This is an optimization exercise on Yosys and OpenROAD, whose aim is small area and a short achievable clock period, not a production implementation. No run shown here included a check of the RTL's function; only the layout flow was run. Power is estimated from default activity; no workload was simulated.

### flow/run.sh
#!/bin/bash
# synth_recipe.tcl (not shown) runs the flow's synth.tcl, then flattens the netlist and writes it again
# the make line also repeats each setting of config.mk as NAME=value (left out here)
make -C /OpenROAD-flow-scripts/flow DESIGN_CONFIG=/design/flow/config.mk WORK_HOME=/design/flow/orfs CLKGATE_MAP_FILE= SYNTH_SCRIPT=/design/flow/synth_recipe.tcl finish
### flow/config.mk
export PLATFORM = sky130hd
export DESIGN_NAME = Microprocessor
export DESIGN_NICKNAME = Microprocessor
export VERILOG_FILES = /design/flow/design.v
export SDC_FILE = /design/flow/constraint.sdc
export NUM_CORES = 4
export LEC_CHECK = 0
export CAP_MARGIN = 20
export CORE_MARGIN = 2
export CORE_UTILIZATION = 40
export SETUP_SLACK_MARGIN = 4.0
export SLEW_MARGIN = 20
### flow/constraint.sdc
create_clock -name core_clock -period 11.0 [get_ports {clk}]
set_input_delay 2.2000 -clock core_clock [delete_from_list [all_inputs] [get_ports {clk}]]
set_output_delay 2.2000 -clock core_clock [all_outputs]
set_load 0.01 [all_outputs]
### flow/design.v
`timescale 1ns / 1ps
module Microprocessor(ins, A, B, current_address, ans_ex, mux_ans_dm, ans_wb, data_out, data_in, interrupt, clk, reset,
                      pm_data, dm_en, dm_we, dm_wdata, dm_rdata);
input [7:0] data_in;
input clk;
input interrupt;
input reset;
input [19:0] pm_data;
input [7:0] dm_rdata;
output [7:0] data_out;
output [19:0] ins;
output [7:0] A;
output [7:0] B;
output [7:0] current_address;
output [7:0] ans_ex;
output [7:0] mux_ans_dm;
output [7:0] ans_wb;
output dm_en;
output dm_we;
output [7:0] dm_wdata;
reg        rst_d;                     
reg [19:0] ins_temp;                  
reg        stall_pm, Q_LD, Q_JMP1, Q_JMP2;
reg [7:0]  address_hold;              
reg        interrupt_reg;
reg [7:0]  current_adr_reg;
reg [1:0]  flag_reg;
reg        Load_reg, imm_sel, mem_en_dec, mem_rw_dec;
reg [4:0]  Imm;
reg [4:0]  op_dec;
reg [4:0]  Rw1, Rw2, Rw3, Rw4;
reg [4:0]  ra_raw, rb_raw;            
reg [1:0]  selA, selB;                
reg [7:0]  ans_ex_r, data_out_r, B_Bypass;
reg        mem_en_ex, mem_rw_ex;
reg [1:0]  flag_ex_clk;               
reg [7:0]  ans_reg;
reg        mem_mux_sel_dm;
reg [7:0]  ans_wb_r;
reg [7:0]  rf [0:31];
assign ins = stall_pm ? ins_temp : pm_data;
wire [4:0] op_i = ins[19:15];
wire st_load = (op_i == 5'b10100) & ~Q_LD;
wire st_hlt  = (op_i == 5'b10001);
wire st_jump = (ins[19:17] == 3'b111) & ~Q_JMP2;
wire stall   = rst_d & (st_load | st_hlt | st_jump);
wire d_jump    = (op_i == 5'b11000);
wire d_conj    = (ins[19:17] == 3'b111);
wire d_load    = (op_i == 5'b10100) & ~Load_reg;
wire clear_adr = ~(d_jump | d_conj | Load_reg);
wire ld_st     = (ins[19:16] == 4'b1010);
wire [4:0] ra_n  = (reset & clear_adr) ? ins[9:5]   : 5'b0;
wire [4:0] rb_n  = (reset & clear_adr) ? ins[4:0]   : 5'b0;
wire [4:0] rw1_n = (reset & clear_adr) ? ins[14:10] : 5'b0;
wire [4:0] rw2_n = reset ? Rw1 : 5'b0;
wire [4:0] rw3_n = reset ? Rw2 : 5'b0;
wire [4:0] rw4_n = reset ? Rw3 : 5'b0;
function [1:0] fsel;
	input [4:0] r, w2, w3, w4;
	fsel = (r == w2) ? 2'b01 : (r == w3) ? 2'b10 : (r == w4) ? 2'b11 : 2'b00;
endfunction
wire j_jmp = d_jump;
wire j_ret = (op_i == 5'b10000);
wire [7:0] jmp_loc = j_ret ? current_adr_reg : (interrupt_reg ? 8'hf0 : ins[7:0]);
wire taken_static = j_jmp | j_ret | interrupt_reg;
wire [7:0] A_bank = rf[ra_raw];
wire [7:0] B_bank = rf[rb_raw];
assign mux_ans_dm = mem_mux_sel_dm ? dm_rdata : ans_reg;
assign A = (selA == 2'b00) ? A_bank : (selA == 2'b01) ? ans_ex_r : (selA == 2'b10) ? mux_ans_dm : ans_wb_r;
wire [7:0] tB = (selB == 2'b00) ? B_bank : (selB == 2'b01) ? ans_ex_r : (selB == 2'b10) ? mux_ans_dm : ans_wb_r;
assign B = imm_sel ? {3'b000, Imm} : tB;
wire       op4 = op_dec[4];
wire [2:0] s   = B[2:0];
wire [8:0] sum = {1'b0, A} + {1'b0, B};
wire [7:0] dif = A - B;
wire [7:0] shl = A << s;
wire [7:0] shr = A >> s;
wire [7:0] sar = $signed(A) >>> s;
reg [7:0] ans_temp;
always @(*) begin
	case (op_dec)
		5'b00000, 5'b01000: ans_temp = sum[7:0];
		5'b00001, 5'b01001: ans_temp = dif;
		5'b00010, 5'b01010: ans_temp = B;
		5'b00100, 5'b01100: ans_temp = A & B;
		5'b00101, 5'b01101: ans_temp = A | B;
		5'b00110, 5'b01110: ans_temp = A ^ B;
		5'b00111, 5'b01111: ans_temp = ~B;
		5'b10100, 5'b10101: ans_temp = A;
		5'b10110:           ans_temp = data_in;
		5'b11001:           ans_temp = shl;
		5'b11010:           ans_temp = shr;
		5'b11011:           ans_temp = sar;
		5'b10000, 5'b10001, 5'b10111, 5'b11000,
		5'b11100, 5'b11101, 5'b11110, 5'b11111: ans_temp = ans_ex_r;
		default:            ans_temp = 8'b0;
	endcase
end
wire [7:0] axb = A ^ B;
wire [7:0] aob = A | B;
wire z_add = ~axb[0] & (axb[7:1] == aob[6:0]);
wire z_eq  = (axb == 8'b0);
reg z_f, c_f;
always @(*) begin
	case (op_dec)
		5'b00000, 5'b01000: begin z_f = z_add;             c_f = sum[8]; end
		5'b00001, 5'b01001: begin z_f = z_eq;              c_f = (A >= B) & (B != 8'b0); end
		5'b00010, 5'b01010: begin z_f = (B == 8'b0);       c_f = 1'b0; end
		5'b00100, 5'b01100: begin z_f = ((A & B) == 8'b0); c_f = 1'b0; end
		5'b00101, 5'b01101: begin z_f = (aob == 8'b0);     c_f = 1'b0; end
		5'b00110, 5'b01110: begin z_f = z_eq;              c_f = 1'b0; end
		5'b00111, 5'b01111: begin z_f = (B == 8'hff);      c_f = 1'b0; end
		5'b10110:           begin z_f = (data_in == 8'b0); c_f = 1'b0; end
		5'b11001:           begin z_f = (shl == 8'b0);     c_f = 1'b0; end
		5'b11010, 5'b11011: begin z_f = (shr == 8'b0);     c_f = 1'b0; end
		5'b10100, 5'b10101, 5'b10111, 5'b11000,
		5'b11100, 5'b11101, 5'b11110, 5'b11111: begin z_f = flag_ex_clk[1]; c_f = flag_ex_clk[0]; end
		default:            begin z_f = 1'b0;              c_f = 1'b0; end
	endcase
end
wire [1:0] flag_ex = {z_f, c_f};
wire cond_taken = (ins[19:17] == 3'b111) & ((ins[16] ? z_f : c_f) ^ ins[15]);
wire [7:0] seq_adr = stall ? address_hold : address_hold + 8'd1;
wire [7:0] ca_nt = rst_d ? (taken_static ? jmp_loc : seq_adr) : 8'b0;
wire [7:0] ca_t  = rst_d ? jmp_loc : 8'b0;
assign current_address = cond_taken ? ca_t : ca_nt;
assign ans_ex   = ans_ex_r;
assign data_out = data_out_r;
assign ans_wb   = ans_wb_r;
assign dm_en    = mem_en_ex;
assign dm_we    = mem_rw_ex;
assign dm_wdata = B_Bypass;
always @(posedge clk) begin
	rst_d        <= reset;
	ins_temp     <= ins;
	address_hold <= current_address;
	stall_pm     <= reset & stall;
	Q_LD         <= reset & st_load & rst_d;
	Q_JMP1       <= reset & st_jump & rst_d;
	Q_JMP2       <= reset & Q_JMP1;
	interrupt_reg   <= reset & interrupt;
	current_adr_reg <= reset ? (interrupt ? current_address : current_adr_reg) : 8'b0;
	flag_reg        <= reset ? (interrupt ? flag_ex : flag_reg) : 2'b0;
	Load_reg   <= reset & d_load;
	imm_sel    <= reset & ~ins[19] & ins[18];
	Imm        <= ins[4:0];
	mem_en_dec <= reset & ld_st & ~mem_en_dec;
	mem_rw_dec <= reset & ins[0] & ~mem_rw_dec;
	op_dec     <= reset ? op_i : 5'b0;
	Rw1 <= rw1_n;
	Rw2 <= rw2_n;
	Rw3 <= rw3_n;
	Rw4 <= rw4_n;
	ra_raw <= ins[9:5];
	rb_raw <= ins[4:0];
	selA <= fsel(ra_n, rw2_n, rw3_n, rw4_n);
	selB <= fsel(rb_n, rw2_n, rw3_n, rw4_n);
	ans_ex_r    <= reset ? ans_temp : 8'b0;
	data_out_r  <= reset ? ((op_dec == 5'b10111) ? A : data_out_r) : 8'b0;
	B_Bypass    <= B;
	mem_en_ex   <= reset & mem_en_dec;
	mem_rw_ex   <= reset & mem_rw_dec;
	flag_ex_clk <= flag_ex;
	ans_reg        <= reset ? ans_ex_r : 8'b0;
	mem_mux_sel_dm <= reset & mem_en_ex & ~mem_rw_ex;
	ans_wb_r       <= reset ? mux_ans_dm : 8'b0;
end
wire [7:0] wd0 = ans_wb_r & {8{rst_d}};
wire [7:0] wd1 = ans_wb_r | {8{~rst_d}};
genvar g;
generate
	for (g = 0; g < 32; g = g + 1) begin : bank
		localparam [7:0] RV = ((g / 10) << 4) | (g % 10);
		wire we = ~rst_d | (Rw4 == g);
		wire [7:0] wd = (wd1 & RV) | (wd0 & ~RV);
		always @(posedge clk)
			if (we) rf[g] <= wd;
	end
endgenerate
endmodule
==> qor.txt, run 1 <==
Worst-Margin Slew - 1240 ps
critical-path maximum fanout - 27
gpl congestion - 1.06
Reg clk slew, reported paths - 60 ps
Post-DP Area - 0.0233 mm2
yosys warns - 2
ys flop type - edfxtp_1
post-route ant nets - 0
Top Ports - 125
CP max stage cell - dfxtp_2
Req. time, crit path - 8800 ps
die area - 0.0544 mm2
syn nets - 2,115
initial antenna violation count - 2
CTS Root Cell - clkbuf_16
final hold vios - 0
layout cell share with drive strength beyond 1 - 19.4%
net switching power - 1.60 mW
final slew viol count - 0
vias in the first global route - 18.9k
Syn Inst Count - 2,047
post-DP HPWL - 68.6 mm
share of total power in combinational logic - 30.7%
critical path class - register to output port
DRC violations left - 0
Worst EP arrival - 6880 ps
core area - 0.0522 mm2
CTS Buf Count - 45
max FFs per register - 256
Slew headroom - 17.6%
Peak VDD IR - 0.000103 V
worst path cell trace - buf_4, nor2_2, buf_4, and3_1, a311oi_1, nand4_1, a211oi_1, a21oi_2, inv_1, ha_4, or4_1, or4_4, o311ai_4, a211oi_2, o41ai_2, a21o_1, a21o_1, o22ai_4, and3_4, o311a_4, mux2i_4, and2_4, buf_6
Final Worst Setup Slack - 1920 ps
CTS tree - built
clk_skew - 28.6 ps
via count - 20.1k
GRT Resource Usage Total - 35.6%
Die W - 233 um
register with the highest flop count - rf
pre-CTS setup slack - 645 ps
htree depth - 2
post-synthesis register bit count - 376
asr flop ratio synth - 0%
Hold Path Class - register to register
final WL - 99.4 mm
Leakage - 9.56 nW
Avg Cell Area, Syn - 10.3 um2
WP buf/inv - 4
largest net degree at the start of global routing - 62
Post-synth EDFFs - 256
Finished Cell Area - 0.0257 mm2
CTS Buffer Depth - 3
power share of the clock group - 31.8%
cell family with most CP delay - compound AO/OA/AOI/OAI gates
vias per cell - 6.83
Pwr Density - 181 mW/mm2
synth unique cells - 100
Nets - 2,287
port bufs - 124
Internal Dissipation - 3.04 mW
grt total ovfl - 0
post-synthesis sequential area ratio - 48.0%
Sequential Power Share - 37.4%
Pre-Repair DR Iteration Count - 6
setup TNS - 0 ps
fin crit period - 9080 ps
max cap viols - 0
clock latency (worst-skew pair) - 600 ps
RSZ-0062 raised after global routing - true
Setup crit end kind - output port
starting DRC count in detailed routing - 3,106
hold_buf cts - 0
mean routed wirelength per cell - 33.8 um
Max Clk Rate - 110 MHz
Worst Hold Slack - 419 ps
Final period util - 82.5%
element type at the critical path start - register
mapped cell area - 0.0210 mm2
Max stage delay on crit path - 640 ps
Area Growth Syn to Fin - 22.1%
first-pass GRT wire length - 138 mm
Starting Density - 40.2%
FP Rows - 84
Sink Count - 376
sw frac - 34.5%
status - finished clean
# setup viols final - 0
Die Y - 233 um
Top Registers - rf x256, ins_temp x12
placed cells by master, fill, tap and decap left out, types with 14 or more instances in the layout:
master and instances:
o21ai_0 107, o22ai_1 30, clkdlybuf4s50_1 109, and3_1 52, a31oi_1 19, o211ai_1 18
a21oi_1 62, mux2_2 50, nand3b_1 19, dfxtp_1 109, a32oi_1 24, nor3_1 32
nor2b_1 21, xnor2_1 28, nor2_1 111, nor4_1 14, inv_1 49, nand2_1 144
ha_1 14, clkbuf_16 48, a22oi_1 37, a22o_1 28, nand4_1 39, and2_1 48
buf_4 137, a211oi_1 22, nand2b_1 29, edfxtp_1 256, nand3_1 93, mux2i_1 72
final cells by class:
class                      count  area, um2
fill                        4755      26600
multi-input combinational   1460      10600
sequential                   376      10100
timing repair buffer         272       2410
clock buffer                  61       1270
tap                          688        861
inverter                      64        263
clock inverter                16        146
antenna                        2       5.00
layer usage:
metal / part of all wire [%] / wire length [um] / vias up / track usage [%]
li1: - / - / 8200 / -
met4: 7.9 / 7860 / 4 / 23.3
met3: 13 / 13400 / 431 / 10.9
met1: 37 / 37000 / 9704 / 46.3
met2: 41 / 41100 / 1720 / 50.9
met5: 0.065 / 65 / - / 0.551
what timing repair did:
| action | in CTS | in global routing |
|---|---|---|
| pin swaps | 26 | 44 |
| setup buffers | 29 | 26 |
| gates cloned | 0 | 1 |
| endpoints found under the setup margin | 23 | 12 |
| resized for setup | 89 | 75 |
power by group through the flow:
stage	registers, mW	clock network, mW	logic (mW)
after floorplan	1.69	0	0.735
after global placement	1.76	0	1.22
final	1.74	1.48	1.43
after global routing	1.74	1.53	1.48
after CTS	1.73	1.48	1.28
after detailed placement	1.76	0	1.20
final timing paths:
kind | cells after the start | to | slack (ps) | startpoint
min | 1 | mem_en_dec | 420 | mem_en_dec
max reg2reg | 24 | current_adr_reg[7] | 4320 | ra_raw[2]
max | 23 | current_address[6] | 1920 | ra_raw[2]
min reg2reg | 1 | mem_en_dec | 420 | mem_en_dec
synthesized netlist by cell type (all sizes together) (35+ instances only):
| cell | number | area, um2 |
|---|---|---|
| edfxtp | 256 | 7690 |
| nand2 | 147 | 567 |
| o21ai | 129 | 649 |
| dfxtp | 120 | 2400 |
| nor2 | 114 | 428 |
| nand3 | 95 | 480 |
| mux2i | 76 | 773 |
| clkbuf | 75 | 282 |
| buf | 73 | 442 |
| a21oi | 66 | 330 |
| inv | 60 | 225 |
| mux2 | 59 | 672 |
| and2 | 55 | 345 |
| and3 | 54 | 348 |
| a22oi | 40 | 300 |
| nand4 | 39 | 244 |
| o22ai | 36 | 231 |
| nand2b | 35 | 219 |
| nor3 | 35 | 180 |
worst reg2reg max path, stage by stage, from the launching register on:
cell	delay, ps
dfxtp_2	640
buf_4	530
nor2_2	100
buf_4	250
and3_1	240
a311oi_1	330
nand4_1	140
a211oi_1	520
a21oi_2	200
inv_1	200
ha_4	250
or4_1	500
or4_4	450
o311ai_4	270
a211oi_2	90
o41ai_2	70
a21o_1	140
a21o_1	130
o22ai_4	110
and3_4	250
o311a_4	370
buf_4	160
buf_4	120
or3_1	360
a31oi_1	180
metrics by stage:
stage	instances	power [mW]	utilization (%)
after floorplan	2047	2.43	-
after global placement	2804	2.97	44.5
after detailed placement	2804	2.96	44.5
after CTS	2910	4.49	48.1
after global routing	2938	4.75	49.1
final	2939	4.64	49.2
logic make-up after synthesis:
| logic type | Yosys count | synth area share [%] |
|---|---|---|
| simple gates | 707 | 18.1 |
| compound gates | 547 | 18.8 |
| flops | 376 | 48.0 |
| buf+inv | 212 | 4.58 |
| mux | 138 | 7.20 |
| xor+xnor | 38 | 1.58 |
| fa+ha+maj | 29 | 1.80 |
==> run 2: changes to the inputs <==
--- a/flow/design.v
+++ b/flow/design.v
@@ -70,53 +70,55 @@
 wire [7:0] tB = (selB == 2'b00) ? B_bank : (selB == 2'b01) ? ans_ex_r : (selB == 2'b10) ? mux_ans_dm : ans_wb_r;
 assign B = imm_sel ? {3'b000, Imm} : tB;
-wire       op4 = op_dec[4];
-wire [2:0] s   = B[2:0];
-wire [8:0] sum = {1'b0, A} + {1'b0, B};
-wire [7:0] dif = A - B;
-wire [7:0] shl = A << s;
-wire [7:0] shr = A >> s;
-wire [7:0] sar = $signed(A) >>> s;
-reg [7:0] ans_temp;
-always @(*) begin
-	case (op_dec)
-		5'b00000, 5'b01000: ans_temp = sum[7:0];
-		5'b00001, 5'b01001: ans_temp = dif;
-		5'b00010, 5'b01010: ans_temp = B;
-		5'b00100, 5'b01100: ans_temp = A & B;
-		5'b00101, 5'b01101: ans_temp = A | B;
-		5'b00110, 5'b01110: ans_temp = A ^ B;
-		5'b00111, 5'b01111: ans_temp = ~B;
-		5'b10100, 5'b10101: ans_temp = A;
-		5'b10110:           ans_temp = data_in;
-		5'b11001:           ans_temp = shl;
-		5'b11010:           ans_temp = shr;
-		5'b11011:           ans_temp = sar;
-		5'b10000, 5'b10001, 5'b10111, 5'b11000,
-		5'b11100, 5'b11101, 5'b11110, 5'b11111: ans_temp = ans_ex_r;
-		default:            ans_temp = 8'b0;
-	endcase
-end
+wire       lo     = ~op_dec[4];
+wire [2:0] f      = op_dec[2:0];
+wire       e_add  = lo & (f == 3'b000);
+wire       e_sub  = lo & (f == 3'b001);
+wire       e_mov  = lo & (f == 3'b010);
+wire       e_and  = lo & (f == 3'b100);
+wire       e_or   = lo & (f == 3'b101);
+wire       e_xor  = lo & (f == 3'b110);
+wire       e_not  = lo & (f == 3'b111);
+wire       e_pasa = (op_dec[4:1] == 4'b1010);             
+wire       e_in   = (op_dec == 5'b10110);
+wire       e_shl  = (op_dec == 5'b11001);
+wire       e_shr  = (op_dec == 5'b11010);
+wire       e_sar  = (op_dec == 5'b11011);
+wire       e_sh   = e_shl | e_shr | e_sar;
+wire       e_keep = (op_dec == 5'b10000) | (op_dec == 5'b10001) | (op_dec == 5'b10111) |
+                    (op_dec == 5'b11000) | (op_dec[4:2] == 3'b111);    
+wire       e_fkeep = e_pasa | (op_dec == 5'b10111) | (op_dec == 5'b11000) | (op_dec[4:2] == 3'b111);   
+wire [3:0] lut = ({4{e_mov}}  & 4'b1010) | ({4{e_and}} & 4'b1000) | ({4{e_or}} & 4'b1110) |
+                 ({4{e_xor}}  & 4'b0110) | ({4{e_not}} & 4'b0101) | ({4{e_pasa}} & 4'b1100);
+wire [7:0] lres;
+genvar gi;
+generate
+	for (gi = 0; gi < 8; gi = gi + 1) begin : lu
+		assign lres[gi] = lut[{A[gi], B[gi]}];
+	end
+endgenerate
+wire [8:0] sum    = {1'b0, A} + {1'b0, B ^ {8{f[0]}}} + {8'b0, f[0]};
+wire [2:0] s = B[2:0];
+wire [7:0] Ar = {A[0], A[1], A[2], A[3], A[4], A[5], A[6], A[7]};
+wire [7:0] shin = e_shl ? Ar : A;
+wire       fill = e_sar & A[7];
+wire [15:0] shw = {{8{fill}}, shin} >> s;
+wire [7:0] sho = shw[7:0];
+wire [7:0] shres = e_shl ? {sho[0], sho[1], sho[2], sho[3], sho[4], sho[5], sho[6], sho[7]} : sho;
+wire [7:0] ans_temp = lres | ({8{e_add | e_sub}} & sum[7:0]) | ({8{e_in}} & data_in) |
+                      ({8{e_sh}} & shres) | ({8{e_keep}} & ans_ex_r);
 wire [7:0] axb = A ^ B;
 wire [7:0] aob = A | B;
 wire z_add = ~axb[0] & (axb[7:1] == aob[6:0]);
 wire z_eq  = (axb == 8'b0);
-reg z_f, c_f;
-always @(*) begin
-	case (op_dec)
-		5'b00000, 5'b01000: begin z_f = z_add;             c_f = sum[8]; end
-		5'b00001, 5'b01001: begin z_f = z_eq;              c_f = (A >= B) & (B != 8'b0); end
-		5'b00010, 5'b01010: begin z_f = (B == 8'b0);       c_f = 1'b0; end
-		5'b00100, 5'b01100: begin z_f = ((A & B) == 8'b0); c_f = 1'b0; end
-		5'b00101, 5'b01101: begin z_f = (aob == 8'b0);     c_f = 1'b0; end
-		5'b00110, 5'b01110: begin z_f = z_eq;              c_f = 1'b0; end
-		5'b00111, 5'b01111: begin z_f = (B == 8'hff);      c_f = 1'b0; end
-		5'b10110:           begin z_f = (data_in == 8'b0); c_f = 1'b0; end
-		5'b11001:           begin z_f = (shl == 8'b0);     c_f = 1'b0; end
-		5'b11010, 5'b11011: begin z_f = (shr == 8'b0);     c_f = 1'b0; end
-		5'b10100, 5'b10101, 5'b10111, 5'b11000,
-		5'b11100, 5'b11101, 5'b11110, 5'b11111: begin z_f = flag_ex_clk[1]; c_f = flag_ex_clk[0]; end
-		default:            begin z_f = 1'b0;              c_f = 1'b0; end
-	endcase
-end
+wire [7:0] mlo = 8'hff >> s;
+wire [7:0] mhi = 8'hff << s;
+wire z_shl = ((A & mlo) == 8'b0);
+wire z_shr = ((A & mhi) == 8'b0);
+wire c_sub = (A >= B) & (B != 8'b0);
+wire z_f = (e_add & z_add) | ((e_sub | e_xor) & z_eq) | (e_mov & (B == 8'b0)) |
+           (e_and & ((A & B) == 8'b0)) | (e_or & (aob == 8'b0)) | (e_not & (B == 8'hff)) |
+           (e_in & (data_in == 8'b0)) | (e_shl & z_shl) | ((e_shr | e_sar) & z_shr) |
+           (e_fkeep & flag_ex_clk[1]);
+wire c_f = (e_add & sum[8]) | (e_sub & c_sub) | (e_fkeep & flag_ex_clk[0]);
 wire [1:0] flag_ex = {z_f, c_f};
 wire cond_taken = (ins[19:17] == 3'b111) & ((ins[16] ? z_f : c_f) ^ ins[15]);
==> flow/flow/run.sh (new file) <==
#!/bin/bash
# Own layout flow: the standard layout (standard.sh), with one change to
# synthesis: Yosys's full/half-adder extraction (extract_fa + ADDER_MAP_FILE)
# is skipped, so ABC maps the adders and comparators as plain logic and can
# build fast carry paths instead of ripple chains of fa/ha cells. Everything
# else (registers, flattening, renaming, floorplan to finish) is unchanged.
set -euo pipefail
W=$PWD
# synthesis script = synth_recipe.tcl with ADDER_MAP_FILE cleared before ORFS's synth.tcl runs
awk 'NR==1 {print; print "set ::env(ADDER_MAP_FILE) \"\""; next} {print}' synth_recipe.tcl > own_synth.tcl
sed "s#SYNTH_SCRIPT=[^ ]*#SYNTH_SCRIPT=$W/own_synth.tcl#" standard.sh > own_standard.sh
bash own_standard.sh finish > flow_make.log 2>&1
==> flow/standard.sh (new file) <==
#!/bin/bash
# synth_recipe.tcl (not shown) runs the flow's synth.tcl, then flattens the netlist and writes it again
# the make line also repeats each setting of config.mk as NAME=value (left out here)
make -C /OpenROAD-flow-scripts/flow DESIGN_CONFIG=/design/flow/config.mk WORK_HOME=/design/flow/orfs CLKGATE_MAP_FILE= SYNTH_SCRIPT=/design/flow/synth_recipe.tcl "${@:-finish}"
removed: flow/run.sh
==> run 2 against run 1 <==
Setup slack gained 640 ps; final cell count grew 0.31%; clock power shrank 5%; synthesized area shrank 0.52%; final area is essentially flat; via count grew 0.62%; routed wire length shrank 1.4%; synthesized cell count grew 0.93%; sequential cell count is the same.
==> qor.txt, run 2 <==
critical-path maximum fanout - 5
Sink Count - 376
DR WL met2 - 41.8 mm
ys flop type - edfxtp_1
yosys warns - 2
CTS Buffer Depth - 3
element type at the critical path start - input port
Final Worst Setup Slack - 2560 ps
hold_buf cts - 0
gpl congestion - 1.02
post-synthesis register bit count - 376
mean routed wirelength per cell - 33.2 um
core area - 0.0515 mm2
Area Growth Syn to Fin - 22.7%
Slew headroom - 12.5%
CTS tree - built
grt total ovfl - 0
critical path class - input port to output port
RSZ-0062 raised after global routing - true
post-layout util - 49.8%
Finished Cell Area - 0.0257 mm2
layout cell share with drive strength beyond 1 - 20.7%
Peak VDD IR - 0.000106 V
Die Y - 233 um
status - finished clean
post-DP HPWL - 65.3 mm
port bufs - 124
Hold Path Class - register to register
# setup viols final - 0
Max Clk Rate - 118 MHz
CTS Buf Count - 43
initial antenna violation count - 1
FP Rows - 83
via count - 20.2k
vias per cell - 6.85
vias in the first global route - 19.0k
clock latency (worst-skew pair) - 600 ps
Req. time, crit path - 8800 ps
Starting Density - 40.6%
highest routed layer - met5
length of routed wiring on met1 - 37.3 mm
post-synthesis sequential area ratio - 48.3%
Synth area leader - edfxtp_1
setup TNS - 0 ps
Final period util - 76.7%
fin crit period - 8440 ps
Top Registers - rf x256, ins_temp x12
Leakage - 9.40 nW
die area - 0.0541 mm2
max cap viols - 0
Reg clk slew, reported paths - 60 ps
Worst EP arrival - 6240 ps
commonest non-fill, non-tap cells in the layout - edfxtp_1, nand2_1, nand3_1
Post-synth EDFFs - 256
max FFs per register - 256
CTS Root Cell - clkbuf_16
commonest non-fill, non-tap cell in the layout - edfxtp_1
synth unique cells - 102
most common library cells after synthesis - edfxtp_1, nand2_1, nand3_1, dfxtp_1, o21ai_0
register with the highest flop count - rf
clk_skew - 22.7 ps
DR WL met3 - 12.6 mm
Pwr Density - 189 mW/mm2
Syn Inst Count - 2,066
syn nets - 2,105
Top Ports - 125
top-area cell type share of the netlist area - 36.8%
Setup crit end kind - output port
starting DRC count in detailed routing - 2,987
htree depth - 2
Nets - 2,274
final slew viol count - 0
Die W - 233 um
final WL - 98.0 mm
GRT Resource Usage Total - 35.2%
largest net degree at the start of global routing - 53
most common cell in the synthesized netlist - edfxtp_1
final hold vios - 0
DRC violations left - 0
mapped cell area - 0.0209 mm2
overall power - 4.86 mW
Avg Cell Area, Syn - 10.1 um2
largest cells by area after synthesis - edfxtp_1, dfxtp_1, nand3_1
pre-CTS setup slack - 1420 ps
asr flop ratio synth - 0%
Worst-Margin Slew - 1310 ps
post-route ant nets - 0
first-pass GRT wire length - 137 mm
Post-DP Area - 0.0230 mm2
Pre-Repair DR Iteration Count - 7
-- run 2: cell types whose count changed after synthesis, sizes merged, moves of 12 or more --
cell,change
nand3,+56
ha,-27
buf,+19
a21oi,+17
o22ai,-17
and3,-16
a22o,-12
and2,-12
nor2,-12
-- run 2: kinds of logic (layout without fill, tap and decap cells) --
logic type | count (synthesis) | in the layout | synth area share [%]
simple gates | 754 | 754 | 19.3
fa+ha+maj | 4 | 4 | 0.197
buf+inv | 218 | 418 | 5.13
other cells | 0 | 2 | 0
flops | 376 | 376 | 48.3
mux | 137 | 137 | 7.12
compound gates | 534 | 534 | 18.2
xor+xnor | 43 | 43 | 1.84
-- run 2: per-stage QoR --
step                      hold WS [ps]  std cells
after global placement             403       2788
after CTS                          414       2911
final                              412       2948
after floorplan                    390       2066
after global routing               441       2946
after detailed placement           406       2788
-- run 2: repair_timing --
item,in CTS,in global routing
cloned,0,0
gates resized for setup,135,56
buffers inserted,47,34
pin swaps,37,43
endpoints found under the setup margin,16,9
-- run 2: layer usage --
metal  track usage [%]  up-vias
li1                  -     8270
met1              46.5     9960
met2              51.1     1588
met3              10.3      364
met4              20.3        2
met5                 0        -
-- run 2: area by class of cell --
cell class | instances | area, um2
Timing Repair Buffer | 282 | 2550
Sequential cell | 376 | 10100
Multi-Input combinational cell | 1472 | 10500
Clock inverter | 24 | 161
Fill cell | 4745 | 25900
Tap cell | 680 | 851
Clock buffer | 52 | 1160
Inverter | 60 | 248
Antenna cell | 2 | 5.00
-- run 2: path summary, 6_finish.rpt --
path,from,to,slack [ps],cells past startpoint
worst max-delay path,dm_rdata[1],current_address[6],2560,22
worst min-delay path,mem_en_dec,mem_en_dec,410,1
worst max register to register,Imm[3],current_adr_reg[7],5350,22
worst min register to register,mem_en_dec,mem_en_dec,410,1
-- run 2: critical path, stage by stage --
cell and delay (ps):
buf_6 90, mux2_4 270, mux2_4 270, a221o_1 330, a21oi_2 140, a31o_4 220, inv_6 60, a31o_4 230
a21oi_4 210, buf_4 160, nor4_4 40, a221oi_4 310, o21ai_2 110, a221oi_4 340, a211oi_2 110, buf_4 170
mux2i_1 120, buf_4 180, buf_6 130, and3_4 160, a211oi_2 210, buf_2 170
-- run 2: report_power, final --
| group | leakage (nW) | total [mW] | switching (mW) | internal [mW] |
|---|---|---|---|---|
| Clock | 0.660 | 1.40 | 0.621 | 0.777 |
| Combinational | 5.14 | 1.66 | 0.978 | 0.686 |
| Sequential | 3.61 | 1.80 | 0.146 | 1.65 |

-- static timing again, ports no longer ideal --
No port has a modelled driver above. Below, the same layouts with a new extraction and two added sets of constraints. Step 1: set_driving_cell puts a clkbuf_16 on clk and a buf_2 on each other input, an assumption about the parent block. Step 2 times the ports against the registers' clock, not the clock port: input delays grow and output delays shrink by t, the midpoint of the rising clock arrivals with the driver on. a / b / c = no drivers / after step 1 / after step 2; a / b = the first two.
run	t, ns	setup WS [ns]	latest minus earliest clock arrival (ns)	worst slew at a driven data input, ns
run 1	0.648	1.920 / 1.862 / 1.922	0.029 / 0.030	0.06
run 2	0.639	2.560 / 2.514 / 2.514	0.032 / 0.033	0.06
After both steps every run listed still meets setup and hold. The setup slack of run 2, which loses most, moves by -0.046 ns with the drivers and by -0.046 ns with both steps.
